This design comes from an exercise in tuning for small area and a short achievable clock period on the open sky130 flow, not from production work.
Function was checked by simulation only, so behaviour that the tests miss may differ from the original.
Power and IR drop assume default switching activity.

**flow/config.mk**
```make
export PLATFORM = sky130hd
export DESIGN_NAME = PCPU
export DESIGN_NICKNAME = PCPU
export VERILOG_FILES = /design/flow/design.v
export SDC_FILE = /design/flow/constraint.sdc
export NUM_CORES = 4
export LEC_CHECK = 0
export CAP_MARGIN = 20
export CORE_MARGIN = 2
export CORE_UTILIZATION = 40
export SETUP_SLACK_MARGIN = 3.2
export SLEW_MARGIN = 20
export TNS_END_PERCENT = 20
```
**flow/constraint.sdc**
```tcl
create_clock -name core_clock -period 7.5 [get_ports {clock}]
set_input_delay 1.5000 -clock core_clock [delete_from_list [all_inputs] [get_ports {clock}]]
set_output_delay 1.5000 -clock core_clock [all_outputs]
set_load 0.01 [all_outputs]
```
**flow/design.v**
```verilog
`timescale 1ns / 1ps
module ALU(
	input [4:0] op,
	input cf,
	input [15:0] operandA,
	input [15:0] operandB,
	input store,		 
	input [3:0] offset,
	output [15:0] ALUo,
	output cout
);
	wire is_sub = op == 5'b01010 || op == 5'b01011 || op == 5'b01100 || op == 5'b10010;
	wire is_arith = op == 5'b00010 || op == 5'b00011 || op == 5'b10000 ||
		op == 5'b01000 || op == 5'b01001 || op == 5'b10001 || is_sub ||
		op[4:1] == 4'b1101 || op[4:2] == 3'b111;
	wire is_and = op == 5'b01101;
	wire is_xor = op == 5'b01111;
	wire is_not = op == 5'b10011;
	wire is_sll = op == 5'b00100;
	wire is_sla = op == 5'b00110;
	wire is_shr = op == 5'b00101 || op == 5'b00111;
	wire is_or = !(is_arith || is_and || is_xor || is_not || is_sll ||
		is_sla || is_shr);
	wire cin = op == 5'b10001 ? cf :
		op == 5'b10010 ? !cf : is_sub;
	wire [15:0] badd = store ? {12'd0, offset} : operandB;
	wire [15:0] bx = badd ^ {16{is_sub}};
	wire [17:0] s = {1'b0, operandA, 1'b1} + {1'b0, bx, cin};
	wire [15:0] sum = s[16:1];
	assign cout = s[17] ^ is_sub;
	wire left = op[1:0] == 2'b00 || op[1:0] == 2'b10;	 
	reg [15:0] arev;
	integer i;
	always @(*)
		for (i = 0; i < 16; i = i + 1)
			arev[i] = operandA[15 - i];
	wire [15:0] sin = left ? arev : operandA;
	wire fill = op == 5'b00111 && operandA[15];
	wire [15:0] sr = $signed({fill, sin}) >>> operandB[3:0];
	reg [15:0] srrev;
	always @(*)
		for (i = 0; i < 16; i = i + 1)
			srrev[i] = sr[15 - i];
	wire [15:0] shl = {is_sla ? operandA[15] : srrev[15], srrev[14:0]};
	assign ALUo =
		({16{is_arith}} & sum) |
		({16{is_and}} & (operandA & operandB)) |
		({16{is_or}} & (operandA | operandB)) |
		({16{is_xor}} & (operandA ^ operandB)) |
		({16{is_not}} & ~operandA) |
		({16{is_sll || is_sla}} & shl) |
		({16{is_shr}} & sr);
endmodule
`timescale 1ns / 1ps
module PCPU(
	input clock,
	input [15:0] d_datain,
	input enable,
	input [15:0] i_datain,
	input reset,
	input [3:0] select_y,
	input start,
	output [7:0] d_addr,
	output [15:0] d_dataout,
	output d_we,
	output [7:0] i_addr,
	output [15:0] y,
	input show_gr
);
	reg [7:0] pc;
	reg [15:0] id_ir;
	reg [4:0] ex_op, mem_op;
	reg [2:0] ex_r1, mem_r1, wb_r1;
	reg wb_halt, wb_we, wb_fw;	 
	reg [15:0] reg_A, reg_B, reg_C, reg_C1;
	reg [15:0] smdr1;
	reg [3:0] ex_off;	 
	reg [2:0] flags;  
	reg dw;
	reg state;
	reg [15:0] gr[0:7];
	wire run = state == 1'b1;
	assign d_dataout = smdr1;
	assign d_we = dw;
	assign d_addr = reg_C[7:0];
	assign i_addr = pc;
	always @(posedge clock) begin
		if (reset)
			state <= 1'b0;
		else if (state == 1'b0)
			state <= enable && start;
		else
			state <= enable && !wb_halt;
	end
	function fwd_op(input [4:0] op);
		fwd_op = op == 5'b00010 || op[4:2] == 3'b001 ||
			(op[4:3] == 2'b01 && op != 5'b01100) || op[4:2] == 3'b100;
	endfunction
	function [7:0] dec8(input [2:0] r);
		dec8 = 8'd1 << r;
	endfunction
	function [15:0] grsel(input [7:0] s, input [127:0] g);
		integer k;
		begin
			grsel = 16'd0;
			for (k = 0; k < 8; k = k + 1)
				grsel = grsel | ({16{s[k]}} & g[16*k +: 16]);
		end
	endfunction
	wire [127:0] grv = {gr[7], gr[6], gr[5], gr[4], gr[3], gr[2], gr[1], gr[0]};
	always @(posedge clock or posedge reset) begin
		if (reset) begin
			gr[0] <= 0; gr[1] <= 0; gr[2] <= 0; gr[3] <= 0;
			gr[4] <= 0; gr[5] <= 0; gr[6] <= 0; gr[7] <= 0;
		end else if (run && wb_we) begin
			gr[wb_r1] <= reg_C1;
		end
	end
	wire [4:0] id_op = id_ir[15:11];
	wire [2:0] id_r1 = id_ir[10:8];
	wire [4:0] pk_op = i_datain[15:11];
	wire pk_rr = pk_op == 5'b01000 || pk_op == 5'b10001 || pk_op == 5'b01010 ||
		pk_op == 5'b10010 || pk_op[4:2] == 3'b011;
	wire pk_a_r1 = pk_op == 5'b10000 || pk_op == 5'b01001 || pk_op == 5'b01011 ||
		pk_op == 5'b11001 || pk_op[4:1] == 4'b1101 || pk_op[4:2] == 3'b111;
	wire pk_a_none = pk_op[4:1] == 4'b0000 || pk_op == 5'b11000 ||
		pk_op[4:2] == 3'b101;
	wire [2:0] pk_ra = pk_a_r1 ? i_datain[10:8] : i_datain[6:4];
	wire miss = id_op == 5'b00010 &&
		((!pk_a_none && id_r1 == pk_ra) || (pk_rr && id_r1 == i_datain[2:0]));
	reg pc_jump;
	always @(*) begin
		case (mem_op)
			5'b11000, 5'b11001: pc_jump = 1'b1;
			5'b11010:  pc_jump = flags[1];
			5'b11011: pc_jump = !flags[1];
			5'b11100:  pc_jump = flags[2];
			5'b11101: pc_jump = !flags[2];
			5'b11110:  pc_jump = flags[0];
			5'b11111: pc_jump = !flags[0];
			default: pc_jump = 1'b0;
		endcase
	end
	always @(posedge clock or posedge reset) begin
		if (reset) begin
			id_ir <= 16'd0;
			pc <= 8'd0;
		end else if (run) begin
			id_ir <= (pc_jump || miss) ? 16'd0 : i_datain;
			if (pc_jump)
				pc <= reg_C[7:0];
			else if (!wb_halt && !miss)
				pc <= pc + 8'd1;
		end
	end
	wire [15:0] w_ALUo;
	wire w_cout;
	wire id_store = id_op == 5'b00011;
	wire id_rr = id_op == 5'b01000 || id_op == 5'b10001 || id_op == 5'b01010 ||
		id_op == 5'b10010 || id_op[4:2] == 3'b011;
	wire id_a_r1 = id_op == 5'b10000 || id_op == 5'b01001 || id_op == 5'b01011 ||
		id_op == 5'b11001 || id_op[4:1] == 4'b1101 || id_op[4:2] == 3'b111;
	wire id_a_none = id_op[4:1] == 4'b0000 || id_op == 5'b11000 ||
		id_op[4:2] == 3'b101;
	wire id_b_imm = id_op == 5'b11000 || id_op == 5'b10100 || id_op == 5'b01001 ||
		id_op == 5'b01011 || id_op == 5'b11001 || id_op[4:1] == 4'b1101 ||
		id_op[4:2] == 3'b111;
	wire id_b_himm = id_op == 5'b10000;
	wire id_b_val3 = id_op[4:2] == 3'b001 || id_op == 5'b00010;
	wire [2:0] ra = id_a_r1 ? id_r1 : id_ir[6:4];
	wire [2:0] rb = id_store ? id_r1 : id_ir[2:0];
	wire ex_fw = fwd_op(ex_op);
	wire mem_fw = fwd_op(mem_op);
	wire mem_load = mem_op == 5'b00010;
	wire a_ex = ex_fw && ra == ex_r1;
	wire a_mem = !a_ex && mem_fw && ra == mem_r1;
	wire a_wb = !a_ex && !(mem_fw && ra == mem_r1) && wb_fw && ra == wb_r1;
	wire a_gr = !a_ex && !(mem_fw && ra == mem_r1) && !(wb_fw && ra == wb_r1);
	wire b_ex = ex_fw && rb == ex_r1;
	wire b_mem = !b_ex && mem_fw && rb == mem_r1;
	wire b_wb = !b_ex && !(mem_fw && rb == mem_r1) && wb_fw && rb == wb_r1;
	wire b_gr = !b_ex && !(mem_fw && rb == mem_r1) && !(wb_fw && rb == wb_r1);
	wire b_memd = b_mem && mem_load && !id_store;
	wire [15:0] fwd_a =
		({16{a_ex}} & w_ALUo) |
		({16{a_mem && mem_load}} & d_datain) |
		({16{a_mem && !mem_load}} & reg_C) |
		({16{a_wb}} & reg_C1) |
		grsel(dec8(ra) & {8{a_gr}}, grv);
	wire [15:0] fwd_b =
		({16{b_ex}} & w_ALUo) |
		({16{b_memd}} & d_datain) |
		({16{b_mem && !b_memd}} & reg_C) |
		({16{b_wb}} & reg_C1) |
		grsel(dec8(rb) & {8{b_gr}}, grv);
	always @(posedge clock or posedge reset) begin
		if (reset) begin
			ex_op <= 5'b00000;
			ex_r1 <= 3'd0;
			reg_A <= 16'd0;
			reg_B <= 16'd0;
		end else if (run) begin
			ex_op <= pc_jump ? 5'b00000 : id_op;
			ex_r1 <= id_r1;
			reg_A <= {16{!id_a_none}} & fwd_a;
			reg_B <= ({16{id_rr || id_store}} & fwd_b) |
				({16{id_b_imm}} & {8'd0, id_ir[7:0]}) |
				({16{id_b_himm}} & {id_ir[7:0], 8'd0}) |
				({16{id_b_val3}} & {12'd0, id_ir[3:0]});
		end
	end
	always @(posedge clock) begin
		if (run)
			ex_off <= id_ir[3:0];
	end
	wire ex_store = ex_op == 5'b00011;
	ALU alu(
		.op(ex_op),
		.cf(flags[0]),
		.operandA(reg_A),
		.operandB(reg_B),
		.store(ex_store),
		.offset(ex_off),
		.ALUo(w_ALUo),
		.cout(w_cout)
	);
	wire strAfterLd = ex_store && mem_load && ex_r1 == mem_r1;
	wire updateZFNF = !(ex_op[4:1] == 4'b1101 || ex_op[4:2] == 3'b111);
	wire updateCF = ex_op[4:2] == 3'b010 || ex_op == 5'b10001 || ex_op == 5'b10010;
	wire dwCondition = mem_op != 5'b00001 && !wb_halt && !pc_jump && ex_store;
	always @(posedge clock or posedge reset) begin
		if (reset) begin
			mem_op <= 5'b00000;
			mem_r1 <= 3'd0;
			reg_C <= 16'd0;
			flags <= 3'd0;
			dw <= 1'b0;
		end else if (run) begin
			mem_op <= pc_jump ? 5'b00000 : ex_op;
			mem_r1 <= ex_r1;
			reg_C <= w_ALUo;
			if (updateZFNF) begin
				flags[2] <= w_ALUo[15];
				flags[1] <= w_ALUo == 16'd0;
				if (updateCF)
					flags[0] <= w_cout;
			end
			dw <= dwCondition;
		end
	end
	always @(posedge clock) begin
		if (run)
			smdr1 <= strAfterLd ? d_datain : reg_B;
	end
	wire mem_we = fwd_op(mem_op) || mem_op == 5'b10100;
	always @(posedge clock or posedge reset) begin
		if (reset) begin
			wb_halt <= 1'b0;
			wb_we <= 1'b0;
			wb_fw <= 1'b0;
			wb_r1 <= 3'd0;
		end else if (run && !wb_halt) begin
			wb_halt <= !pc_jump && mem_op == 5'b00001;
			wb_we <= !pc_jump && mem_we;
			wb_fw <= !pc_jump && mem_fw;
			wb_r1 <= mem_r1;
		end
	end
	always @(posedge clock) begin
		if (run)
			reg_C1 <= mem_load ? d_datain : reg_C;
	end
	assign y = grsel(dec8(select_y[2:0]) & {8{show_gr}}, grv) |
		{8'd0, pc & {8{!show_gr}}};
endmodule
```
**flow/run.sh**
```bash
#!/bin/bash
# synth_recipe.tcl (not shown) runs the flow's synth.tcl, then flattens the netlist and writes it again
# the make line also repeats each setting of config.mk as NAME=value (left out here)
make -C /OpenROAD-flow-scripts/flow DESIGN_CONFIG=/design/flow/config.mk WORK_HOME=/design/flow/orfs CLKGATE_MAP_FILE= SYNTH_SCRIPT=/design/flow/synth_recipe.tcl finish
```
==> key figures, run 1 <==
Outcome
  – Status: timing/DRC/antenna clean

Die
  – I/O pin count: 90
  – Die area: just under 50000 sq um
  – # rows: 79
  – Starting density of the core: 0.406
  – Die height: 222 um
  – Die W: around 220 um
  – Core Footprint: 46700 sq um

Clocking
  – CTS Buf Count: 31
  – Maximum root-to-sink buffer count: 3
  – Clock latency (worst-skew pair): 0.61 ns
  – CTS tree: yes
  – CTS HTree Levels: 1
  – # clock sinks: 263
  – Clock transition at path regs: 0.06 ns
  – Clk root buf: clkbuf_16

Setup path
  – Worst reg2reg path depth: 14
  – Worst endpoint data arrival time: about 2.8 ns
  – Startpoint types: input pin
  – Req. time, crit path: 6.00 ns
  – R2r startpoint: ex_op[3]$_DFFE_PP0P_
  – R2r setup slk: 3.24 ns
  – Largest fanout on the critical path: 16
  – Worst setup endpoint: y[1]
  – Worst Path Class, Setup: input pin to primary output
  – FF-to-FF End: flags[1]$_DFFE_PP0P_
  – Crit path from: select_y[0]
  – CP endpoint kind: primary output

Timing
  – Final Skew: 0.0188 ns
  – F_max: 230 MHz
  – Setup TNS: 0 ns
  – Final Hold Viols: 0
  – Post-route minimum period: ~4.3 ns
  – Post-route clock period utilization: 0.579
  – Worst-margin pin slew: 1.03 ns
  – Slew margin rel.: 0.307
  – Slew Viols, Final: 0
  – Worst Slack Setup Final: approximately 3.2 ns
  – RSZ-0062 raised after global routing: true
  – Setup-failing EPs final: 0

Layout
  – N_diodes: 0
  – Nets@finish: 2111
  – Commonest non-fill, non-tap cell in the layout: dfrtp_1
  – Share of layout cells above drive strength 1: 0.215
  – Synth-to-Final Area Change: 15.5%
  – Fin cells: 2651
  – Most frequent cells in the layout: dfrtp_1 (221), nand2_1 (196), mux2_2 (160)
  – Design Area, Final: approximately 22000 sq um

Detailed routing
  – Initial DRC Count: ~2.4k
  – Via/cell ratio: 6.72
  – Post-route ant nets: 0
  – Routed wire length: 72800 um
  – Total number of vias: 17.8k
  – # DRC: 0
  – Pre-antenna DRT Iters: 19
  – Routed WL per cell: about 27 um

Placed design
  – Gpl congestion: roughly 1.0
  – Dpl ws: 1.66 ns
  – Placed cell area: 20200 sq um
  – Number of I/O port buffers: 88
  – DP HPWL: 52400 um
  – DP Cell Count: 2551

Power
  – PwrDens: 349 nW/um^2
  – Seq pwr share: 0.339
  – Total power: 7640 uW
  – Clk pwr share: 0.197
  – Psw: 3470 uW
  – Static Leak: around 0.0089 uW
  – Combinational Power Share: 0.465
  – Int Power: between 4000 and 5000 uW
  – Worst vdd ir: 0.202 mV
  – Sw Share: 0.455

Synth
  – Synthesized net count: 2071
  – Avg Cell Area, Syn: 9.56 sq um
  – Post-synth EDFFs: 36
  – Synthesized area: 18900 sq um
  – Synthesized netlist cell count: 1980
  – Ys Warns: 3
  – Top_reg_cell synth: dfrtp_1
  – Synth cell types: 104
  – Sequential share of the synthesized area: 0.357
  – Async SR Flop Fraction: 0.859
  – FF+latch count, synth: 263

Global routing
  – Vias in the first global route: 16.6k
  – Largest net degree at the start of global routing: 76
  – Initial antenna violation count: 0
  – Gr usage total: 0.287
  – First-pass GRT wire length: 109000 um
  – Total grt overflow: 0

Flow run
  – Max Cap Viol: 0

Worst hold path
  – Hold crit path type: register to register
-- kinds of logic after synthesis --
| family | count (synthesis) | synth area share |
|---|---|---|
| and+or+nand+nor | 543 | 0.143 |
| buffers and inverters | 235 | 0.0547 |
| xor gates and xnor gates | 51 | 0.0236 |
| muxes | 232 | 0.151 |
| adders and majority gates | 50 | 0.0334 |
| AOI/OAI and AO/OA | 606 | 0.237 |
| DFF | 263 | 0.357 |
-- critical path, cell delays in order --
cell and delay, ns:
buf_8 0.14, nand2b_4 0.14, nor2_1 0.05, buf_6 0.17, a22oi_2 0.20, nand2_1 0.08
a221oi_2 0.18, o21ai_1 0.10, clkdlybuf4s15_1 0.26
-- routing by layer --
metal / track usage / wire length [um] / up-vias
met5: 0 / 0 / -
met4: 0.109 / 2870 / 0
met3: 0.0567 / 8070 / 166
met2: 0.435 / 31800 / 1192
met1: 0.405 / 30000 / 8797
li1: - / - / 7657
-- Yosys cell counts, drive strengths merged, types with 35 or more instances --
library cell / n / area share
inv: 58 / 0.012
edfxtp: 36 / 0.057
nor2: 107 / 0.021
a22o: 35 / 0.016
a21oi: 85 / 0.022
a22oi: 96 / 0.038
o21ai: 98 / 0.026
mux2i: 45 / 0.024
clkbuf: 96 / 0.019
dfrtp: 226 / 0.30
ha: 49 / 0.032
buf: 79 / 0.024
mux2: 162 / 0.097
nand3: 48 / 0.013
nand2: 198 / 0.039
-- cell type report --
cell class / instances / area (sq um)
tap: 607 / 759
fill: 4376 / 24800
multi-input combinational: 1482 / 11400
sequential: 263 / 6770
inverter: 60 / 233
clock inverter: 9 / 97.6
timing repair buffer: 182 / 1660
clock buffer: 48 / 900
-- power by group through the flow --
| stage | clock network (uW) | registers (uW) | logic [uW] |
|---|---|---|---|
| after floorplan | 0 | 2140 | 2500 |
| after global routing | 1570 | 2630 | 3790 |
| after global placement | 0 | 2550 | 3220 |
| after detailed placement | 0 | 2560 | 3280 |
| final | 1500 | 2590 | 3550 |
| after CTS | 1520 | 2550 | 3340 |
-- sequential cells by signal (all words and copies together) (netlist names), 4 cells and up --
signal and count:
gr 128, mem_op 5, reg_C 16, pc 8
smdr1 16, reg_B 16, ex_off 4, reg_C1 16
reg_A 16, id_ir 16, ex_op 5
-- what timing repair did --
item / CTS / global route
hold buffers: 0 / 0
setup endpoints to repair: 52 / 52
cloned: 3 / 0
resized for setup: 112 / 36
buffers inserted: 18 / 22
pin swaps: 10 / 12
-- worst min path at each step --
stage	startpoint	to	slack, ns	cells past startpoint
floorplan	id_ir[0]$_DFFE_PP0P_	ex_off[0]$_DFFE_PP_	0.42	0
global placement	wb_fw$_DFFE_PP0P_	wb_fw$_DFFE_PP0P_	0.51	2
detailed placement	dw$_DFFE_PP0P_	dw$_DFFE_PP0P_	0.52	1
CTS	dw$_DFFE_PP0P_	dw$_DFFE_PP0P_	0.54	1
global route	reg_C[9]$_DFFE_PP0P_	reg_C[9]$_DFFE_PP0P_	0.56	2
finish	dw$_DFFE_PP0P_	dw$_DFFE_PP0P_	0.52	1
-- stage by stage --
stage	utilization	hold slack [ns]
global placement	0.433	0.509
finish	0.469	0.517
detailed placement	0.433	0.524
global route	0.469	0.558
CTS	0.462	0.537
floorplan	-	0.423
==> inputs of run 2 (changes only) <==
--- a/flow/config.mk
+++ b/flow/config.mk
@@ -11,3 +11,2 @@
 export SETUP_SLACK_MARGIN = 3.2
 export SLEW_MARGIN = 20
-export TNS_END_PERCENT = 20
==> run 2 against run 1 <==
Compared with the run above: still clean; count of clock-buffer cells in the layout down 10; sequential share of layout area is 0.65 points lower; non-clock buffer count increased by 19; final cell count increased by 0.64%; via count decreased by 0.28%; maximum frequency shrank 0.93%; combinational power increased by 5%; total power is 3.4% higher; clock power grew 8%; critical path depth increased by 1; final area is 2.1% higher; flip-flop and latch count stayed put; largest cell class unchanged.
==> key figures, run 2 <==
Global routing
  – Largest net degree at the start of global routing: 194 (+160%)
  – First-pass GRT wire length: 112000 um (+2.8%)
  – Gr usage total: 0.295 (+0.00760)
  – Vias in the first global route: 16.9k (+2.0%)
  – Total grt overflow: 0 (unchanged)
  – Initial antenna violation count: 2 (+2)

Timing
  – Setup TNS: 0 ns (unchanged)
  – F_max: 228 MHz (-0.93%)
  – Final Hold Viols: 0 (unchanged)
  – Slew Viols, Final: 0 (unchanged)
  – Post-route clock period utilization: 0.584 (+0.00542)
  – Worst hold slack: 0.493 ns (-0.0237 ns)
  – Final Skew: 0.0154 ns (-0.00340 ns)
  – Setup-failing EPs final: 0 (unchanged)
  – Post-route minimum period: 4.38 ns (+0.0407 ns)
  – Slew margin rel.: 0.324 (+0.0177)
  – RSZ-0062 raised after global routing: true
  – Worst-margin pin slew: 0.985 ns (-0.0491 ns)

Clocking
  – Clk root buf: clkbuf_16
  – Hold Buf Count CTS: 0 (unchanged)
  – Clock transition at path regs: 0.06 ns (about the same)
  – Maximum root-to-sink buffer count: 3 (unchanged)
  – CTS Buf Count: 30 (-3.2%)
  – CTS HTree Levels: 1 (unchanged)
  – CTS tree: yes
  – Clock latency (worst-skew pair): 0.60 ns (about the same)
  – # clock sinks: 263 (unchanged)

Die
  – Die W: 222 um (unchanged)
  – Die height: 222 um (unchanged)
  – # rows: 79 (unchanged)
  – Die area: 49100 sq um (unchanged)
  – Core Footprint: 46700 sq um (unchanged)
  – Starting density of the core: 0.406 (unchanged)
  – I/O pin count: 90 (unchanged)

Layout
  – Commonest non-fill, non-tap cell in the layout: dfrtp_1
  – Share of layout cells above drive strength 1: 0.233 (+0.0186)
  – Area of the multi-input gates: 11600 sq um (+1.1%)
  – Sequential standard cell area: 6770 sq um (about the same)
  – N_diodes: 0 (unchanged)
  – Largest register FFs: 128 (unchanged)
  – Most frequent cells in the layout: dfrtp_1 (221), nand2_1 (196), mux2_2 (160)
  – Fill cells: 4366 (-0.23%)
  – Largest register by flop count: gr
  – Nets@finish: 2129 (+0.85%)
  – Synth-to-Final Area Change: 17.9%
  – Final Util: 0.478 (+0.00976)

Synth
  – FF+latch count, synth: 263 (unchanged)
  – Post-synth EDFFs: 36 (unchanged)
  – Top_reg_cell synth: dfrtp_1
  – Top cell type's share of synthesized area: 0.299 (unchanged)
  – Avg Cell Area, Syn: 9.56 sq um (unchanged)
  – Synthesized net count: 2071 (unchanged)
  – Top post-synthesis cells by count: dfrtp_1 (226), nand2_1 (198), mux2_2 (161), nor2_1 (107), a22oi_1 (96)
  – Sequential share of the synthesized area: 0.357 (unchanged)
  – Synthesized area: 18900 sq um (unchanged)
  – Top-count cell post-synth: dfrtp_1
  – Ys Warns: 3 (unchanged)
  – Synthesized netlist cell count: 1980 (unchanged)
  – Synth area leader: dfrtp_1
  – Async SR Flop Fraction: 0.859 (unchanged)
  – Synth cell types: 104 (unchanged)
  – Ranking of synthesized cells by area: dfrtp_1 (30%), mux2_2 (9.6%), edfxtp_1 (5.7%)

Setup path
  – Startpoint types: input pin
  – Req. time, crit path: 6.00 ns (about the same)
  – CP endpoint kind: primary output
  – Worst endpoint data arrival time: 2.88 ns (+0.04 ns)
  – Worst Path Class, Setup: input pin to primary output
  – Crit path max-delay cell type: a221o_1
  – Largest fanout on the critical path: 5 (-11)
  – Cells along the critical path: buf_8, nand2b_4, buf_6, buf_6, nor2_4, buf_12, a22oi_2, nand3_1, a221o_1, buf_2
  – CP max stage delay: 0.31 ns (+0.05 ns)
  – Cell mode on critical path: buf_6
  – R2r setup slk: 3.23 ns (about the same)

Detailed routing
  – Wire length on met2: 32700 um (+2.8%)
  – Routed WL per cell: 27.9 um (+1.5%)
  – Top sig layer: met5
  – Initial DRC Count: 2508 (+2.7%)
  – Post-route ant nets: 0 (unchanged)
  – Met1 WL: 31100 um (+3.7%)
  – Pre-antenna DRT Iters: 19 (unchanged)
  – Via/cell ratio: 6.66 (-0.92%)
  – Total number of vias: 17.8k (-0.28%)
  – Met3 wire length: 7160 um (-11%)
  – Routed wire length: 74400 um (+2.2%)
  – # DRC: 0 (unchanged)

Placed design
  – Number of I/O port buffers: 88 (unchanged)
  – Gpl congestion: 1.01 (-0.38%)
  – DP HPWL: 53300 um (+1.7%)

Power
  – PwrDens: 354 nW/um^2 (+1.3%)
  – Total power: 7900 uW (+3.4%)
  – Worst vdd ir: 0.168 mV (-17%)
  – Static Leak: 0.00910 uW (+2.1%)

Flow run
  – Max Cap Viol: 0 (unchanged)

Worst hold path
  – Hold crit path type: register to register

Outcome
  – Status: timing/DRC/antenna clean
[run 2: changes by cell type in the layout (fill, tap and decap cells not counted), moves of 5 or more]
cell / change
buf_12: +5
buf_2: +6
a22oi_1: -6
clkbuf_1: -9
dlygate4sd2_1: -8
buf_4: +9
a22oi_2: +6
[run 2: path summary, 6_finish.rpt]
path                                 startpoint                    end  depth (start not counted)
setup / recovery                    select_y[1]                   y[4]                         10
hold / removal                   dw$_DFFE_PP0P_         dw$_DFFE_PP0P_                          1
setup reg to reg           ex_op[0]$_DFFE_PP0P_   flags[1]$_DFFE_PP0P_                         16
hold reg to reg                  dw$_DFFE_PP0P_         dw$_DFFE_PP0P_                          1
max in group asynchronous                 reset      pc[7]$_DFFE_PP0P_                          4
min in group asynchronous                 reset  gr[3][14]$_DFFE_PP0P_                          2
[run 2: worst max-delay path, delay by kind of cell]
family / cells / cell delay (ns)
and+or+nand+nor: 3 / 0.30
buffers and inverters: 5 / 0.61
AOI/OAI and AO/OA: 2 / 0.47
[run 2: what timing repair did]
action	in CTS	in global routing
gates cloned	0	2
gates resized for setup	149	41
pin swaps	21	22
endpoints found under the hold margin	0	0
setup buffers	42	20
setup endpoints to repair	52	43
[run 2: cell type report]
class,count,share of cell area
clock buffers,38,0.0387
clock inverters,17,0.00959
inverters,60,0.0104
multi-input cells,1482,0.518
flip-flops and latches,263,0.303
well taps,607,0.0340
repair buffers,201,0.0861
[run 2: layer usage]
metal / up-vias / track usage
met5: - / 0
met2: 1132 / 0.458
met3: 202 / 0.0468
li1: 7681 / -
met4: 2 / 0.105
met1: 8745 / 0.417
[run 2: report_power, final]
group | total [uW] | leakage, uW | switching (uW) | internal, uW
clock | 1620 | 0.000538 | 663 | 955
sequential | 2570 | 0.00334 | 737 | 1830
combinational | 3710 | 0.00522 | 2180 | 1530
[run 2: cells by family (layout without fill, tap and decap cells)]
kind of cell / count (synthesis) / in the layout / synth area share
AOI/OAI and AO/OA: 606 / 606 / 0.237
and+or+nand+nor: 543 / 543 / 0.143
DFF: 263 / 263 / 0.357
buffers and inverters: 235 / 316 / 0.0547
muxes: 232 / 232 / 0.151
xor gates and xnor gates: 51 / 51 / 0.0236
adders and majority gates: 50 / 50 / 0.0334
[run 2: through the flow]
stage | setup slack [ns] | instances | instance area, sq um
detailed placement | 1.56 | 2548 | 20200
floorplan | 2.09 | 1980 | 18900
global placement | 1.58 | 2548 | 20200
CTS | 3.18 | 2645 | 22000
global route | 3.04 | 2668 | 22300
finish | 3.12 | 2668 | 22300
==> inputs of run 3 (changes only) <==
--- a/flow/design.v
+++ b/flow/design.v
@@ -79,5 +79,6 @@
 	reg dw;
 	reg state;
-	reg [15:0] gr[0:7];
+	reg [15:0] gr[0:7];	 
+	reg [7:0] gr_ok;	 
 	wire run = state == 1'b1;
 	assign d_dataout = smdr1;
@@ -110,10 +111,12 @@
 	wire [127:0] grv = {gr[7], gr[6], gr[5], gr[4], gr[3], gr[2], gr[1], gr[0]};
 	always @(posedge clock or posedge reset) begin
-		if (reset) begin
-			gr[0] <= 0; gr[1] <= 0; gr[2] <= 0; gr[3] <= 0;
-			gr[4] <= 0; gr[5] <= 0; gr[6] <= 0; gr[7] <= 0;
-		end else if (run && wb_we) begin
+		if (reset)
+			gr_ok <= 8'd0;
+		else if (run && wb_we)
+			gr_ok[wb_r1] <= 1'b1;
+	end
+	always @(posedge clock) begin
+		if (run && wb_we)
 			gr[wb_r1] <= reg_C1;
-		end
 	end
 	wire [4:0] id_op = id_ir[15:11];
@@ -187,5 +190,5 @@
 		({16{a_mem && !mem_load}} & reg_C) |
 		({16{a_wb}} & reg_C1) |
-		grsel(dec8(ra) & {8{a_gr}}, grv);
+		grsel(dec8(ra) & gr_ok & {8{a_gr}}, grv);
 	wire [15:0] fwd_b =
 		({16{b_ex}} & w_ALUo) |
@@ -193,5 +196,5 @@
 		({16{b_mem && !b_memd}} & reg_C) |
 		({16{b_wb}} & reg_C1) |
-		grsel(dec8(rb) & {8{b_gr}}, grv);
+		grsel(dec8(rb) & gr_ok & {8{b_gr}}, grv);
 	always @(posedge clock or posedge reset) begin
 		if (reset) begin
@@ -271,5 +274,5 @@
 			reg_C1 <= mem_load ? d_datain : reg_C;
 	end
-	assign y = grsel(dec8(select_y[2:0]) & {8{show_gr}}, grv) |
+	assign y = grsel(dec8(select_y[2:0]) & gr_ok & {8{show_gr}}, grv) |
 		{8'd0, pc & {8{!show_gr}}};
 endmodule
--- a/flow/config.mk
+++ b/flow/config.mk
@@ -9,4 +9,6 @@
 export CORE_MARGIN = 2
 export CORE_UTILIZATION = 40
+export CTS_BUF_LIST = sky130_fd_sc_hd__clkbuf_4 sky130_fd_sc_hd__clkbuf_8
 export SETUP_SLACK_MARGIN = 3.2
 export SLEW_MARGIN = 20
+export TNS_END_PERCENT = 20
==> run 3 against run 2 <==
Compared with the run above: utilization increased by 1.1 points; area after synthesis is 5.5% lower; combinational power down 4%; routed wire length rose by 0.65%; clock skew grew 0.017 ns; clock power down 9%; global-route usage up 2.4 points; sequential power decreased by 9.7%; largest cell class unchanged.
==> key figures, run 3 <==
Placed design
  – Gpl congestion: 1.01 (-0.28%)
  – Number of I/O port buffers: 88 (unchanged)
  – DP HPWL: 49800 um (-6.6%)

Setup path
  – Cell mode on critical path: buf_6
  – CP max stage delay: 0.24 ns (-0.07 ns)
  – Req. time, crit path: 6.00 ns (about the same)
  – Top cell family by delay on the critical path: simple AND/OR/NAND/NOR gates
  – Worst endpoint data arrival time: 2.92 ns (+0.04 ns)
  – Crit path max-delay cell type: and3_4
  – CP bufs+invs: 3 (-2)
  – CP endpoint kind: primary output
  – Startpoint types: input pin
  – Largest fanout on the critical path: 5 (unchanged)
  – Worst Path Class, Setup: input pin to primary output
  – Cells along the critical path: buf_12, and2_4, and3_4, buf_6, a22o_1, a221oi_2, nand3_2, buf_6

Power
  – Worst vdd ir: 0.141 mV (-16%)
  – PwrDens: 341 nW/um^2 (-3.8%)
  – Combinational Power Share: 0.484 (+0.014)
  – Total power: 7360 uW (-6.8%)
  – Psw: 3320 uW (-7.2%)
  – Sw Share: 0.451 (-0.00210)
  – Clk pwr share: 0.200 (-0.005)
  – Static Leak: 0.00780 uW (-14%)
  – Int Power: 4040 uW (-6.4%)
  – Seq pwr share: 0.316 (-0.009)

Worst hold path
  – Hold crit path type: register to register

Clocking
  – Maximum root-to-sink buffer count: 3 (unchanged)
  – # clock sinks: 271 (+3.0%)
  – CTS Buf Count: 48 (+60%)
  – CTS tree: yes
  – Clk root buf: clkbuf_8
  – Hold Buf Count CTS: 0 (unchanged)
  – CTS HTree Levels: 2 (+1)
  – Clock transition at path regs: 0.06 ns (about the same)
  – Clock latency (worst-skew pair): 0.64 ns (+0.04 ns)

Layout
  – Fill cells: 4026 (-7.8%)
  – Share of layout cells above drive strength 1: 0.199 (-0.0348)
  – Nets@finish: 2039 (-4.2%)
  – Commonest non-fill, non-tap cell in the layout: edfxtp_1
  – Most frequent cells in the layout: edfxtp_1 (164), nand2_1 (151), nor2_1 (128)
  – Final Util: 0.489 (+0.0105)
  – Largest register by flop count: gr
  – Synth-to-Final Area Change: 20.8%
  – Largest register FFs: 128 (unchanged)

Timing
  – Slew margin rel.: 0.222 (-0.103)
  – Slew Viols, Final: 0 (unchanged)
  – Setup-failing EPs final: 0 (unchanged)
  – Post-route minimum period: 4.42 ns (+0.0380 ns)
  – Worst-margin pin slew: 1.16 ns (+0.177 ns)
  – RSZ-0062 raised after global routing: true
  – F_max: 226 MHz (-0.86%)
  – Final Hold Viols: 0 (unchanged)
  – Setup TNS: 0 ns (unchanged)
  – Worst hold slack: 0.476 ns (-0.0168 ns)
  – Post-route clock period utilization: 0.589 (+0.00506)
  – Final Skew: 0.0329 ns (+0.0175 ns)

Die
  – Die area: 46400 sq um (-5.4%)
  – Starting density of the core: 0.405 (-0.00119)
  – Core Footprint: 44200 sq um (-5.2%)
  – Die W: 215 um (-2.7%)
  – Die height: 215 um (-2.7%)
  – I/O pin count: 90 (unchanged)
  – # rows: 77 (-2.5%)

Synth
  – Ys Warns: 2 (-1)
  – Sequential share of the synthesized area: 0.425 (+0.0678)
  – Synth cell types: 95 (-8.7%)
  – Post-synth EDFFs: 164 (+360%)
  – Async SR Flop Fraction: 0.391 (-0.468)
  – Synth area leader: edfxtp_1
  – Synthesized net count: 1907 (-7.9%)
  – FF+latch count, synth: 271 (+3.0%)
  – Synthesized area: 17900 sq um (-5.5%)
  – Top-count cell post-synth: edfxtp_1
  – Avg Cell Area, Syn: 9.87 sq um (+3.3%)
  – Top post-synthesis cells by count: edfxtp_1 (164), nand2_1 (152), nor2_1 (130), dfrtp_1 (106), clkbuf_1 (102)
  – Ranking of synthesized cells by area: edfxtp_1 (28%), dfrtp_1 (15%), ha_1 (3.7%)
  – Top cell type's share of synthesized area: 0.275 (-0.0235)
  – Synthesized netlist cell count: 1812 (-8.5%)
  – Top_reg_cell synth: edfxtp_1

Detailed routing
  – Routed WL per cell: 29.0 um (+4.2%)
  – Via/cell ratio: 6.74 (+1.2%)
  – Post-route ant nets: 0 (unchanged)
  – Routed wire length: 74900 um (+0.65%)
  – Initial DRC Count: 2791 (+11%)
  – Pre-antenna DRT Iters: 11 (-8)
  – # DRC: 0 (unchanged)
  – Total number of vias: 17.4k (-2.2%)

Global routing
  – Largest net degree at the start of global routing: 75 (-61%)
  – Gr usage total: 0.318 (+0.0237)
  – First-pass GRT wire length: 111000 um (-0.24%)
  – Vias in the first global route: 16.8k (-0.95%)
  – Initial antenna violation count: 2 (unchanged)
  – Total grt overflow: 0 (unchanged)

Flow run
  – Max Cap Viol: 0 (unchanged)

Outcome
  – Status: timing/DRC/antenna clean
-- run 3: cell types whose count changed in the layout (fill, tap and decap cells not counted), moves of 17 or more --
cell | previous run | this run
edfxtp_1 | 36 | 164
nand2_1 | 196 | 151
mux2_2 | 160 | 30
buf_4 | 89 | 112
clkbuf_8 | 4 | 54
a221oi_1 | 15 | 32
clkbuf_16 | 34 | 0
nor2_1 | 101 | 128
dfrtp_1 | 221 | 101
-- run 3: timing repair --
item                       in CTS  in global routing
resized for setup             164                 30
cloned                          3                  0
buffers inserted               59                 17
setup endpoints to repair      59                 45
pin swaps                      34                 13
-- run 3: cell families (layout without fill, tap and decap cells) --
| group | after synthesis | after routing | share of synthesized area |
|---|---|---|---|
| buffers and inverters | 197 | 367 | 0.0451 |
| other | 0 | 2 | 0 |
| muxes | 95 | 95 | 0.0662 |
| and+or+nand+nor | 541 | 543 | 0.154 |
| AOI/OAI and AO/OA | 606 | 606 | 0.248 |
| adders and majority gates | 54 | 54 | 0.0382 |
| DFF | 271 | 271 | 0.425 |
| xor gates and xnor gates | 48 | 48 | 0.0235 |
-- run 3: cell type report --
cell class,count,area [sq um],share of cell area
repair buffers,219,2010,0.0931
well taps,592,741,0.0343
flip-flops and latches,271,7610,0.352
clock inverters,24,168,0.00776
clock buffers,66,833,0.0385
diodes,2,5.00,0.000232
inverters,58,220,0.0102
multi-input cells,1346,10000,0.464
-- run 3: worst paths after layout --
path                                           start              endpoint  slack [ns]  cells after the start
min in group asynchronous                      reset  id_ir[2]$_DFFE_PP0P_        1.31                      2
worst max register to register  ex_op[4]$_DFFE_PP0P_  flags[1]$_DFFE_PP0P_        3.26                     16
worst max-delay path                         show_gr                  y[7]        3.08                      8
worst min register to register   wb_halt$_DFFE_PP0P_   wb_halt$_DFFE_PP0P_        0.48                      1
worst min-delay path             wb_halt$_DFFE_PP0P_   wb_halt$_DFFE_PP0P_        0.48                      1
max in group asynchronous                      reset  reg_A[8]$_DFFE_PP0P_        4.83                      3
-- run 3: power by group through the flow --
stage | sequential (uW) | clock [uW] | combinational [uW]
after floorplan | 2070 | 0 | 2190
after global placement | 2330 | 0 | 3100
after detailed placement | 2330 | 0 | 3130
after CTS | 2300 | 1490 | 3310
after global routing | 2350 | 1550 | 3790
final | 2320 | 1470 | 3570
-- run 3: worst register-to-register path, stage by stage (launching register included) --
cell and delay [ns]:
dfrtp_2 0.44, or2_2 0.32, or3_4 0.41, mux2i_1 0.21, xor2_1 0.20, ha_2 0.35
a21oi_4 0.23, o221ai_4 0.16, a21oi_2 0.21, o21ai_0 0.13, xor2_1 0.18, a2111oi_2 0.37
buf_4 0.18, nor2b_1 0.11, and3_1 0.18, nor4bb_4 0.30, a32o_1 0.21
-- run 3: layer usage --
metal / global-route usage / wire (um) / vias up
met2: 0.479 / 32400 / 1209
met5: 0 / 12 / -
met3: 0.0651 / 7920 / 320
met1: 0.424 / 29300 / 8431
li1: - / - / 7402
met4: 0.189 / 5240 / 2
-- run 3: per-stage QoR --
| step | instance area, sq um | std cells | worst slack (ns) |
|---|---|---|---|
| 3_5_place_dp | 19400 | 2407 | 1.66 |
| 2_1_floorplan | 17900 | 1812 | 3.19 |
| 3_3_place_gp | 19400 | 2407 | 1.66 |
| 5_1_grt | 21600 | 2577 | 3.04 |
| 4_1_cts | 21300 | 2559 | 3.12 |
| 6_report | 21600 | 2578 | 3.08 |
==> inputs of run 4 (changes only) <==
--- a/flow/config.mk
+++ b/flow/config.mk
@@ -10,5 +10,5 @@
 export CORE_UTILIZATION = 40
 export CTS_BUF_LIST = sky130_fd_sc_hd__clkbuf_4 sky130_fd_sc_hd__clkbuf_8
-export SETUP_SLACK_MARGIN = 3.2
+export SETUP_SLACK_MARGIN = 2.9
 export SLEW_MARGIN = 20
 export TNS_END_PERCENT = 20
==> run 4 against run 3 <==
Compared with the run above: still clean on timing, DRC and antenna; count of clock-buffer cells in the layout up 1; hold slack worse by 0.0022 ns; global-route usage down 1.2 points; largest power group unchanged; clock power about the same; sequential power about the same; non-clock buffer count down 24.
==> key figures, run 4 <==
Outcome
  – Status: timing/DRC/antenna clean

Detailed routing
  – # DRC: 0 (unchanged)
  – Initial DRC Count: 2864 (+2.6%)
  – Pre-antenna DRT Iters: 10 (-1)
  – Routed WL per cell: 28.4 um (-2.1%)
  – Via/cell ratio: 6.70 (-0.47%)
  – Total number of vias: 17.1k (-1.7%)
  – Post-route ant nets: 0 (unchanged)
  – Routed wire length: 72400 um (-3.3%)

Setup path
  – Startpoint types: input pin
  – Crit path from: select_y[2]
  – Worst reg2reg path depth: 12 (-4)
  – Worst endpoint data arrival time: 3.25 ns (+0.33 ns)
  – CP endpoint kind: primary output
  – R2r startpoint: id_ir[14]$_DFFE_PP0P_
  – R2r setup slk: 3.05 ns (-0.21 ns)
  – Req. time, crit path: 6.00 ns (about the same)
  – FF-to-FF End: reg_A[7]$_DFFE_PP0P_
  – Worst setup endpoint: y[7]
  – Largest fanout on the critical path: 5 (unchanged)
  – Worst Path Class, Setup: input pin to primary output

Power
  – Static Leak: 0.00760 uW (-2.6%)
  – PwrDens: 338 nW/um^2 (-0.72%)
  – Worst vdd ir: 0.142 mV (+0.22%)
  – Total power: 7170 uW (-2.7%)

Global routing
  – Gr usage total: 0.306 (-0.0125)
  – Initial antenna violation count: 1 (-1)
  – First-pass GRT wire length: 107000 um (-4.2%)
  – Largest net degree at the start of global routing: 82 (+9.3%)
  – Vias in the first global route: 16.0k (-4.2%)
  – Total grt overflow: 0 (unchanged)

Synth
  – Avg Cell Area, Syn: 9.87 sq um (unchanged)
  – Synthesized netlist cell count: 1812 (unchanged)
  – Sequential share of the synthesized area: 0.425 (unchanged)
  – Ys Warns: 2 (unchanged)
  – Top cell type's share of synthesized area: 0.275 (unchanged)
  – Top_reg_cell synth: edfxtp_1
  – Synth cell types: 95 (unchanged)
  – Top-count cell post-synth: edfxtp_1
  – Ranking of synthesized cells by area: edfxtp_1 (28%), dfrtp_1 (15%), ha_1 (3.7%)
  – Post-synth EDFFs: 164 (unchanged)
  – Top post-synthesis cells by count: edfxtp_1 (164), nand2_1 (152), nor2_1 (130), dfrtp_1 (106), clkbuf_1 (102)
  – Async SR Flop Fraction: 0.391 (unchanged)
  – Synth area leader: edfxtp_1
  – Synthesized area: 17900 sq um (unchanged)
  – Synthesized net count: 1907 (unchanged)
  – FF+latch count, synth: 271 (unchanged)

Clocking
  – CTS Buf Count: 46 (-4.2%)
  – Clock latency (worst-skew pair): 0.66 ns (+0.02 ns)
  – Maximum root-to-sink buffer count: 3 (unchanged)
  – # clock sinks: 271 (unchanged)
  – CTS tree: yes
  – Clock transition at path regs: 0.06 ns (about the same)
  – Hold Buf Count CTS: 0 (unchanged)
  – Clk root buf: clkbuf_8
  – CTS HTree Levels: 2 (unchanged)

Timing
  – Worst-margin pin slew: 1.15 ns (-0.0160 ns)
  – Slew Viols, Final: 0 (unchanged)
  – Setup TNS: 0 ns (unchanged)
  – F_max: 211 MHz (-6.9%)
  – Post-route minimum period: 4.75 ns (+0.327 ns)
  – RSZ-0062 raised after global routing: true
  – Final Hold Viols: 0 (unchanged)
  – Final Skew: 0.0431 ns (+0.0102 ns)
  – Slew margin rel.: 0.236 (+0.0140)
  – Setup-failing EPs final: 0 (unchanged)
  – Post-route clock period utilization: 0.633 (+0.0436)
  – Worst Slack Setup Final: 2.75 ns (-0.327 ns)

Flow run
  – Max Cap Viol: 0 (unchanged)

Placed design
  – Gpl congestion: 0.987 (-1.9%)
  – Number of I/O port buffers: 88 (unchanged)
  – Placed cell area: 19500 sq um (+0.22%)
  – Dpl ws: 1.68 ns (+0.0209 ns)
  – DP HPWL: 49100 um (-1.6%)

Layout
  – Sequential standard cell area: 7610 sq um (about the same)
  – Commonest non-fill, non-tap cell in the layout: edfxtp_1
  – Area of the multi-input gates: 9820 sq um (-2.1%)
  – Fill cells: 4041 (+0.37%)
  – Synth-to-Final Area Change: 18.4%
  – Largest register by flop count: gr
  – Most frequent cells in the layout: edfxtp_1 (164), nand2_1 (151), nor2_1 (130)
  – N_diodes: 0 (-2)
  – Nets@finish: 2012 (-1.3%)
  – Share of layout cells above drive strength 1: 0.170 (-0.0283)
  – Design Area, Final: 21200 sq um (-2.0%)
  – Largest register FFs: 128 (unchanged)

Die
  – I/O pin count: 90 (unchanged)
  – # rows: 77 (unchanged)
  – Core Footprint: 44200 sq um (unchanged)
  – Starting density of the core: 0.405 (unchanged)
  – Die height: 215 um (unchanged)
  – Die area: 46400 sq um (unchanged)
  – Die W: 215 um (unchanged)

Worst hold path
  – Hold crit path type: register to register
## run 4: cell counts after synthesis
Identical to the previous run, type by type.
## run 4: per-layer routing
metal | track usage | vias up | wire length, um | part of all wire
met3 | 0.0679 | 245 | 8010 | 0.11
li1 | - | 7335 | - | -
met1 | 0.407 | 8337 | 28200 | 0.39
met5 | 0 | - | 13 | 0.00018
met4 | 0.153 | 2 | 3940 | 0.054
met2 | 0.470 | 1155 | 32200 | 0.44
## run 4: cell type report
type                       instances  share of cell area
multi-input combinational       1345               0.463
clock buffer                      67              0.0391
tap                              592              0.0350
sequential                       271               0.359
inverter                          58              0.0104
timing repair buffer             195              0.0853
clock inverter                    19             0.00780
## run 4: through the flow
stage	hold slack, ns	cells	util
after floorplan	0.423	1812	-
final	0.474	2547	0.479
after global routing	0.512	2547	0.479
after detailed placement	0.464	2412	0.441
after CTS	0.478	2536	0.475
after global placement	0.458	2412	0.441
## run 4: repair_timing
item / in CTS / in global routing
resized for setup: 91 / 21
buffers inserted: 37 / 11
cloned: 1 / 0
pin swaps: 15 / 2
endpoints found under the setup margin: 47 / 29
## run 4: worst min path at each step
stage                          from                   to  cells after the start
2_1_floorplan  id_ir[0]$_DFFE_PP0P_  ex_off[0]$_DFFE_PP_                      0
3_3_place_gp    wb_halt$_DFFE_PP0P_  wb_halt$_DFFE_PP0P_                      1
3_5_place_dp    wb_halt$_DFFE_PP0P_  wb_halt$_DFFE_PP0P_                      1
4_1_cts         wb_halt$_DFFE_PP0P_  wb_halt$_DFFE_PP0P_                      1
5_1_grt              dw$_DFFE_PP0P_       dw$_DFFE_PP0P_                      2
6_report        wb_halt$_DFFE_PP0P_  wb_halt$_DFFE_PP0P_                      1
## run 4: power by group
| part | internal, uW | total (uW) | switching [uW] |
|---|---|---|---|
| Combinational | 1330 | 3400 | 2060 |
| Sequential | 1840 | 2320 | 488 |
| Clock | 789 | 1440 | 655 |
## run 4: cell families after synthesis
family,after synthesis,share of synthesized area
muxes,95,0.0662
xor gates and xnor gates,48,0.0235
adders and majority gates,54,0.0382
AOI/OAI and AO/OA,606,0.248
buffers and inverters,197,0.0451
and+or+nand+nor,541,0.154
DFF,271,0.425
## run 4: critical path: stages
cell	delay [ns]
dlygate4sd2_1	0.30
nor2b_4	0.18
and3_4	0.20
buf_6	0.14
buf_4	0.14
a22o_1	0.24
a221oi_2	0.20
nand3_2	0.15
buf_2	0.18
==> inputs of run 5 (changes only) <==
--- a/flow/config.mk
+++ b/flow/config.mk
@@ -9,6 +9,5 @@
 export CORE_MARGIN = 2
 export CORE_UTILIZATION = 40
-export CTS_BUF_LIST = sky130_fd_sc_hd__clkbuf_4 sky130_fd_sc_hd__clkbuf_8
-export SETUP_SLACK_MARGIN = 2.9
+export SETUP_SLACK_MARGIN = 3.2
 export SLEW_MARGIN = 20
 export TNS_END_PERCENT = 20
==> run 5 against run 4 <==
Compared with the run above: register-to-register slack better by 0.13 ns; total power is 6.2% higher; final cell count is 0.35% higher; combinational power is 5.9% higher; critical path depth is 1 lower; final area is 2.7% higher; via count is 2.2% higher; count of clock-buffer cells in the layout is 24 lower; non-clock buffer count is 35 higher; routed wire length is 4.6% higher; maximum frequency is 5.4% higher; largest cell class unchanged.
==> key figures, run 5 <==
Setup path
  – Worst Path Class, Setup: input pin to primary output
  – CP endpoint kind: primary output
  – Worst endpoint data arrival time: 3.01 ns (-0.24 ns)
  – FF-to-FF End: reg_B[10]$_DFFE_PP0P_
  – Largest fanout on the critical path: 5 (unchanged)
  – R2r startpoint: id_ir[13]$_DFFE_PP0P_
  – Crit path from: show_gr
  – Worst setup endpoint: y[14]
  – R2r setup slk: 3.18 ns (+0.13 ns)
  – Req. time, crit path: 6.00 ns (about the same)
  – Startpoint types: input pin
  – Worst reg2reg path depth: 12 (unchanged)

Layout
  – Commonest non-fill, non-tap cell in the layout: edfxtp_1
  – N_diodes: 0 (unchanged)
  – Fin cells: 2556 (+0.35%)
  – Share of layout cells above drive strength 1: 0.191 (+0.0211)
  – Largest register FFs: 128 (unchanged)
  – Most frequent cells in the layout: edfxtp_1 (164), nand2_1 (151), buf_4 (128)
  – Area of the multi-input gates: 10000 sq um (+2.1%)
  – Sequential standard cell area: 7610 sq um (about the same)
  – Nets@finish: 2037 (+1.2%)
  – Synth-to-Final Area Change: 21.7%
  – Largest register by flop count: gr
  – Fill cells: 3979 (-1.5%)

Timing
  – RSZ-0062 raised after global routing: true
  – Slew Viols, Final: 0 (unchanged)
  – Post-route clock period utilization: 0.601 (-0.0324)
  – Worst-margin pin slew: 1.12 ns (-0.0284 ns)
  – F_max: 222 MHz (+5.4%)
  – Post-route minimum period: 4.51 ns (-0.243 ns)
  – Final Hold Viols: 0 (unchanged)
  – Slew margin rel.: 0.248 (+0.0127)
  – Setup TNS: 0 ns (unchanged)
  – Worst hold slack: 0.480 ns (+0.00607 ns)
  – Setup-failing EPs final: 0 (unchanged)
  – Final Skew: 0.0253 ns (-0.0179 ns)

Global routing
  – Vias in the first global route: 16.8k (+4.6%)
  – Largest net degree at the start of global routing: 75 (-8.5%)
  – Total grt overflow: 0 (unchanged)
  – First-pass GRT wire length: 112000 um (+5.0%)
  – Initial antenna violation count: 0 (-1)
  – Gr usage total: 0.321 (+0.0151)

Detailed routing
  – Via/cell ratio: 6.82 (+1.8%)
  – Routed wire length: 75800 um (+4.6%)
  – Initial DRC Count: 2752 (-3.9%)
  – Routed WL per cell: 29.6 um (+4.2%)
  – Post-route ant nets: 0 (unchanged)
  – Pre-antenna DRT Iters: 10 (unchanged)
  – Total number of vias: 17.4k (+2.2%)
  – # DRC: 0 (unchanged)

Synth
  – Sequential share of the synthesized area: 0.425 (unchanged)
  – Post-synth EDFFs: 164 (unchanged)
  – Synthesized net count: 1907 (unchanged)
  – Adder-Cell Fraction of Synth Area: 0.0382 (unchanged)
  – Compound-Gate Fraction of Synth Area: 0.248 (unchanged)
  – Ys Warns: 2 (unchanged)
  – Ranking of synthesized cells by area: edfxtp_1 (28%), dfrtp_1 (15%), ha_1 (3.7%)
  – Synthesized netlist cell count: 1812 (unchanged)
  – Top post-synthesis cells by count: edfxtp_1 (164), nand2_1 (152), nor2_1 (130), dfrtp_1 (106), clkbuf_1 (102)
  – Top-count cell post-synth: edfxtp_1
  – Synth area leader: edfxtp_1
  – Top_reg_cell synth: edfxtp_1
  – Simple-Gate Fraction of Synth Area: 0.154 (unchanged)
  – Synth Area in XOR/XNOR: 0.0235 (unchanged)
  – FF+latch count, synth: 271 (unchanged)
  – Avg Cell Area, Syn: 9.87 sq um (unchanged)
  – Top cell type's share of synthesized area: 0.275 (unchanged)
  – Synthesized area: 17900 sq um (unchanged)
  – Synth cell types: 95 (unchanged)
  – Multiplexer share of the synthesized area: 0.0662 (unchanged)
  – Largest family of logic cells by synthesized area: compound AO/OA/AOI/OAI gates
  – Async SR Flop Fraction: 0.391 (unchanged)

Die
  – I/O pin count: 90 (unchanged)
  – Die area: 46400 sq um (unchanged)
  – Die height: 215 um (unchanged)
  – # rows: 77 (unchanged)
  – Die W: 215 um (unchanged)
  – Starting density of the core: 0.405 (unchanged)
  – Core Footprint: 44200 sq um (unchanged)

Clocking
  – Clock transition at path regs: 0.06 ns (about the same)
  – Maximum root-to-sink buffer count: 3 (unchanged)
  – CTS HTree Levels: 2 (unchanged)
  – # clock sinks: 271 (unchanged)
  – CTS Buf Count: 34 (-26%)
  – Hold Buf Count CTS: 0 (unchanged)
  – CTS tree: yes
  – Clock latency (worst-skew pair): 0.56 ns (-0.10 ns)
  – Clk root buf: clkbuf_16

Power
  – PwrDens: 350 nW/um^2 (+3.3%)
  – Clk pwr share: 0.221 (+0.020)
  – Combinational Power Share: 0.474 (about the same)
  – Worst vdd ir: 0.144 mV (+1.3%)
  – Int Power: 4280 uW (+8.3%)
  – Seq pwr share: 0.305 (-0.019)
  – Sw Share: 0.437 (-0.0109)
  – Psw: 3320 uW (+3.6%)
  – Static Leak: 0.00786 uW (+3.5%)

Worst hold path
  – Hold crit path type: register to register

Placed design
  – DP Cell Count: 2407 (-0.21%)
  – Number of I/O port buffers: 88 (unchanged)
  – DP HPWL: 49800 um (+1.6%)
  – Gpl congestion: 1.01 (+1.9%)

Outcome
  – Status: timing/DRC/antenna clean

Flow run
  – Max Cap Viol: 0 (unchanged)
-- run 5: cell counts after synthesis --
Identical to the previous run, type by type.
-- run 5: power by group through the flow --
stage	combinational, uW	clock [uW]	sequential [uW]
after floorplan	2190	0	2070
after global placement	3100	0	2330
after detailed placement	3130	0	2330
after CTS	3320	1700	2300
after global routing	3820	1750	2350
final	3600	1680	2320
-- run 5: layer usage --
metal,track usage,up-vias,part of all wire
met5,0,-,0
met4,0.200,0,0.075
met3,0.0693,323,0.11
met2,0.482,1259,0.43
met1,0.423,8477,0.39
li1,-,7384,-
-- run 5: final cells by class --
| type | count | share of cell area |
|---|---|---|
| tap | 592 | 0.0340 |
| sequential | 271 | 0.349 |
| multi-input combinational | 1347 | 0.460 |
| inverter | 58 | 0.0101 |
| clock buffer | 43 | 0.0421 |
| timing repair buffer | 230 | 0.0950 |
| clock inverter | 15 | 0.00885 |
-- run 5: cells by family after synthesis --
family | after synthesis
AOI/OAI and AO/OA | 606
and+or+nand+nor | 541
DFF | 271
buffers and inverters | 197
muxes | 95
adders and majority gates | 54
xor gates and xnor gates | 48
-- run 5: worst min-delay path by stage --
stage / from / end / slack [ns] / cells after the start
after global placement: wb_halt$_DFFE_PP0P_ / wb_halt$_DFFE_PP0P_ / 0.45 / 1
after global routing: wb_halt$_DFFE_PP0P_ / wb_halt$_DFFE_PP0P_ / 0.51 / 1
after CTS: wb_halt$_DFFE_PP0P_ / wb_halt$_DFFE_PP0P_ / 0.48 / 1
after detailed placement: wb_halt$_DFFE_PP0P_ / wb_halt$_DFFE_PP0P_ / 0.47 / 1
after floorplan: id_ir[0]$_DFFE_PP0P_ / ex_off[0]$_DFFE_PP_ / 0.42 / 0
final: wb_halt$_DFFE_PP0P_ / wb_halt$_DFFE_PP0P_ / 0.48 / 1
-- run 5: critical path, stage by stage --
cell           delay (ns)
buf_12               0.10
and2_4               0.18
buf_4                0.14
and3_4               0.19
buf_4                0.15
a22oi_1              0.19
nand4_1              0.20
dlygate4sd2_1        0.34
-- run 5: through the flow --
step	worst slack [ns]	instance area (sq um)	total power (uW)	util
6_report	2.99	21800	7610	0.492
5_1_grt	2.96	21800	7920	0.492
4_1_cts	3.07	21500	7310	0.485
3_5_place_dp	1.66	19400	5460	0.440
3_3_place_gp	1.66	19400	5430	0.440
2_1_floorplan	3.19	17900	4250	-
-- run 5: timing repair --
item / in CTS / in global routing
resized for setup: 156 / 28
setup endpoints to repair: 59 / 43
setup buffers: 64 / 23
gates cloned: 4 / 0
pin swaps: 29 / 22
==> inputs of run 6 (changes only) <==
==> flow/flow/run.sh (new file) <==
#!/bin/bash
# Layout: the standard flow (standard.sh: standard synthesis, floorplan,
# placement, CTS, routing), unchanged except that the port buffers are
# made from sky130_fd_sc_hd__buf_1 rather than ORFS's default delay-buffer
# cell; every port still gets its buffer, and the resizer upsizes the ones
# timing needs. The make output goes to standard.log here; the tools' own
# logs are under orfs/logs/.
set -euo pipefail
export BUFFER_PORTS_ARGS="-buffer_cell sky130_fd_sc_hd__buf_1"
bash standard.sh > standard.log 2>&1
==> flow/standard.sh (new file) <==
#!/bin/bash
# synth_recipe.tcl (not shown) runs the flow's synth.tcl, then flattens the netlist and writes it again
# the make line also repeats each setting of config.mk as NAME=value (left out here)
make -C /OpenROAD-flow-scripts/flow DESIGN_CONFIG=/design/flow/config.mk WORK_HOME=/design/flow/orfs CLKGATE_MAP_FILE= SYNTH_SCRIPT=/design/flow/synth_recipe.tcl "${@:-finish}"
--- a/flow/config.mk
+++ b/flow/config.mk
@@ -8,5 +8,8 @@
 export CAP_MARGIN = 20
 export CORE_MARGIN = 2
-export CORE_UTILIZATION = 40
+export CORE_UTILIZATION = 50
+export CTS_BUF_LIST = sky130_fd_sc_hd__clkbuf_16
+export CTS_CLUSTER_DIAMETER = 80
+export CTS_CLUSTER_SIZE = 24
 export SETUP_SLACK_MARGIN = 3.2
 export SLEW_MARGIN = 20
removed: flow/run.sh
==> run 6 against run 5 <==
Compared with the run above: register-to-register slack hardly changed; first-iteration DRC count is 2.7% higher; critical path depth stayed put; utilization is 8.6 points higher; sequential power hardly changed; global-route usage is 6.5 points higher; critical path type unchanged; largest cell class unchanged; highest routed layer unchanged.
==> key figures, run 6 <==
Outcome
  – Status: timing/DRC/antenna clean

Synth
  – Synthesized area: 17900 sq um (unchanged)
  – Synth cell types: 95 (unchanged)
  – Synth Area in XOR/XNOR: 0.0235 (unchanged)
  – Largest family of logic cells by synthesized area: compound AO/OA/AOI/OAI gates
  – Async SR Flop Fraction: 0.391 (unchanged)
  – FF+latch count, synth: 271 (unchanged)
  – Synth area leader: edfxtp_1
  – Top_reg_cell synth: edfxtp_1
  – Post-synth EDFFs: 164 (unchanged)
  – Avg Cell Area, Syn: 9.87 sq um (unchanged)
  – Adder-Cell Fraction of Synth Area: 0.0382 (unchanged)
  – Simple-Gate Fraction of Synth Area: 0.154 (unchanged)
  – Top-count cell post-synth: edfxtp_1
  – Sequential share of the synthesized area: 0.425 (unchanged)
  – Top cell type's share of synthesized area: 0.275 (unchanged)
  – Ys Warns: 2 (unchanged)
  – Synthesized net count: 1907 (unchanged)
  – Top post-synthesis cells by count: edfxtp_1 (164), nand2_1 (152), nor2_1 (130), dfrtp_1 (106), clkbuf_1 (102)
  – Synthesized netlist cell count: 1812 (unchanged)
  – Ranking of synthesized cells by area: edfxtp_1 (28%), dfrtp_1 (15%), ha_1 (3.7%)
  – Multiplexer share of the synthesized area: 0.0662 (unchanged)
  – Compound-Gate Fraction of Synth Area: 0.248 (unchanged)

Power
  – Psw: 3260 uW (-1.8%)
  – Int Power: 3760 uW (-12%)
  – PwrDens: 343 nW/um^2 (-1.9%)
  – Static Leak: 0.00723 uW (-8.0%)
  – Worst vdd ir: 0.310 mV (+120%)
  – Combinational Power Share: 0.494 (+0.020)
  – Sw Share: 0.465 (+0.0281)
  – Seq pwr share: 0.329 (+0.024)
  – Clk pwr share: 0.177 (-0.044)

Setup path
  – Worst endpoint data arrival time: 2.87 ns (-0.14 ns)
  – CP endpoint kind: primary output
  – Largest fanout on the critical path: 10 (+5)
  – Worst Path Class, Setup: input pin to primary output
  – Startpoint types: input pin
  – Req. time, crit path: 6.00 ns (about the same)

Layout
  – Synth-to-Final Area Change: 14.5%
  – Largest register FFs: 128 (unchanged)
  – Largest register by flop count: gr
  – Area of the multi-input gates: 10100 sq um (+0.35%)
  – Fill cells: 3110 (-22%)
  – Sequential standard cell area: 7610 sq um (about the same)
  – Most frequent cells in the layout: edfxtp_1 (164), nand2_1 (151), nor2_1 (126)
  – Nets@finish: 1985 (-2.6%)
  – Share of layout cells above drive strength 1: 0.170 (-0.0218)
  – Commonest non-fill, non-tap cell in the layout: edfxtp_1

Detailed routing
  – Initial DRC Count: 2825 (+2.7%)
  – Routed WL per cell: 30.6 um (+3.3%)
  – Routed wire length: 72500 um (-4.3%)
  – Via/cell ratio: 7.24 (+6.1%)
  – # DRC: 0 (unchanged)
  – Post-route ant nets: 0 (unchanged)
  – Pre-antenna DRT Iters: 12 (+2)
  – Total number of vias: 17.1k (-1.8%)

Die
  – Core Footprint: 35400 sq um (-20%)
  – # rows: 69 (-10%)
  – Die height: 193 um (-10%)
  – Die area: 37300 sq um (-20%)
  – I/O pin count: 90 (unchanged)
  – Starting density of the core: 0.505 (+0.101)
  – Die W: 193 um (-10%)

Clocking
  – CTS HTree Levels: 1 (-1)
  – CTS Buf Count: 20 (-41%)
  – # clock sinks: 271 (unchanged)
  – CTS tree: yes
  – Clock transition at path regs: 0.10 ns (+0.04 ns)
  – Hold Buf Count CTS: 0 (unchanged)
  – Clk root buf: clkbuf_16
  – Clock latency (worst-skew pair): 0.55 ns (about the same)
  – Maximum root-to-sink buffer count: 3 (unchanged)

Global routing
  – First-pass GRT wire length: 105000 um (-6.0%)
  – Vias in the first global route: 16.0k (-4.7%)
  – Total grt overflow: 0 (unchanged)
  – Initial antenna violation count: 1 (+1)
  – Largest net degree at the start of global routing: 77 (+2.7%)
  – Gr usage total: 0.386 (+0.0649)

Timing
  – Setup-failing EPs final: 0 (unchanged)
  – Post-route minimum period: 4.37 ns (-0.137 ns)
  – Worst-margin pin slew: 1.06 ns (-0.0583 ns)
  – Final Skew: 0.0201 ns (-0.00514 ns)
  – Worst Slack Setup Final: 3.13 ns (+0.137 ns)
  – Slew margin rel.: 0.293 (+0.0443)
  – Final Hold Viols: 0 (unchanged)
  – Setup TNS: 0 ns (unchanged)
  – Post-route clock period utilization: 0.582 (-0.0182)
  – Worst hold slack: 0.509 ns (+0.0289 ns)
  – Slew Viols, Final: 0 (unchanged)
  – F_max: 229 MHz (+3.1%)
  – RSZ-0062 raised after global routing: true

Placed design
  – Gpl congestion: 0.984 (-2.2%)
  – Dpl ws: 1.70 ns (+0.0456 ns)
  – DP HPWL: 48700 um (-2.4%)
  – Number of I/O port buffers: 88 (unchanged)

Flow run
  – Max Cap Viol: 0 (unchanged)

Worst hold path
  – Hold crit path type: register to register
==> run 6: worst paths after layout <==
path                            depth (start not counted)                    to                 start  slack [ns]
worst max-delay path                                    8                  y[4]               show_gr        3.13
worst min-delay path                                    1   wb_halt$_DFFE_PP0P_   wb_halt$_DFFE_PP0P_        0.51
worst max register to register                         14  flags[1]$_DFFE_PP0P_  ex_op[4]$_DFFE_PP0P_        3.18
worst min register to register                          1   wb_halt$_DFFE_PP0P_   wb_halt$_DFFE_PP0P_        0.51
max in group asynchronous                               3  ex_op[1]$_DFFE_PP0P_                 reset        5.09
min in group asynchronous                               2  id_ir[7]$_DFFE_PP0P_                 reset        0.99
==> run 6: timing repair <==
| item | CTS | global route |
|---|---|---|
| pin swaps | 26 | 9 |
| setup endpoints to repair | 60 | 44 |
| resized for setup | 92 | 33 |
| buffers inserted | 42 | 10 |
| cloned | 3 | 0 |
==> run 6: power groups by stage <==
| stage | combinational (uW) | clock, uW | sequential, uW |
|---|---|---|---|
| after floorplan | 2190 | 0 | 2070 |
| after global placement | 3010 | 0 | 2320 |
| after detailed placement | 3040 | 0 | 2320 |
| after CTS | 3280 | 1250 | 2280 |
| after global routing | 3670 | 1300 | 2330 |
| final | 3470 | 1240 | 2310 |
==> run 6: kinds of logic after synthesis <==
logic type,count (synthesis)
buffers and inverters,197
AND/OR/NAND/NOR,541
flip-flops,271
AO/OA/AOI/OAI,606
multiplexers,95
adder cells (fa/ha/maj),54
XOR/XNOR,48
==> run 6: stage by stage <==
| stage | cell area (sq um) | utilization | cells | total power (uW) |
|---|---|---|---|---|
| 4_1_cts | 20200 | 0.572 | 2355 | 6810 |
| 5_1_grt | 20500 | 0.579 | 2365 | 7310 |
| 3_5_place_dp | 18700 | 0.529 | 2274 | 5370 |
| 3_3_place_gp | 18700 | 0.529 | 2274 | 5330 |
| 6_report | 20500 | 0.579 | 2366 | 7020 |
| 2_1_floorplan | 17900 | - | 1812 | 4250 |
==> run 6: critical path: stages <==
cell,delay [ns]
buf_8,0.11
nor2b_4,0.14
and3_4,0.20
buf_12,0.15
a22o_1,0.22
a221oi_2,0.21
nand3_1,0.16
buf_2,0.18
==> run 6: layout make-up <==
type | instances | area share
Antenna cell | 1 | 0.000122
Clock buffer | 21 | 0.0257
Clock inverter | 15 | 0.00996
Inverter | 58 | 0.0108
Multi-Input combinational cell | 1347 | 0.491
Sequential cell | 271 | 0.372
Tap cell | 461 | 0.0282
Timing Repair Buffer | 192 | 0.0628
==> run 6: layer usage <==
layer  global-route usage  routed length (um)  vias up
li1                     -                   -     7272
met1                0.525               27800     8330
met2                0.580               31400     1224
met3               0.0865                8700      305
met4                0.196                4630        0
met5                    0                   0        -

separate check: timing with driven ports:
The flow's constraints put no driver on any port. The routed layouts listed below were extracted and timed again, unchanged, in two steps. Step 1, drivers: a clkbuf_16 drives clock and a buf_2 each remaining input, both assumed. Step 2 also shifts input and output timing later by t, the mid clock arrival at the registers, as if the neighbouring blocks saw the same clock. a / b / c = ideal ports / drivers / drivers and shift; a / b = the first two.
| run | t, ns | setup WS [ns] | latest minus earliest clock arrival (ns) |
|---|---|---|---|
| run 1 | 0.651 | 3.158 / 3.104 / 2.880 | 0.019 / 0.019 |
| run 2 | 0.651 | 3.117 / 3.044 / 2.899 | 0.016 / 0.016 |
| run 3 | 0.680 | 3.079 / 3.026 / 2.821 | 0.034 / 0.034 |
| run 4 | 0.682 | 2.752 / 2.715 / 2.715 | 0.045 / 0.044 |
| run 5 | 0.601 | 2.995 / 2.941 / 2.851 | 0.025 / 0.025 |
| run 6 | 0.596 | 3.131 / 3.092 / 3.092 | 0.020 / 0.020 |
After both steps setup and hold are still met in every run listed. For run 1, which loses most, drivers alone change the setup slack by -0.054 ns; drivers and shift together by -0.278 ns.
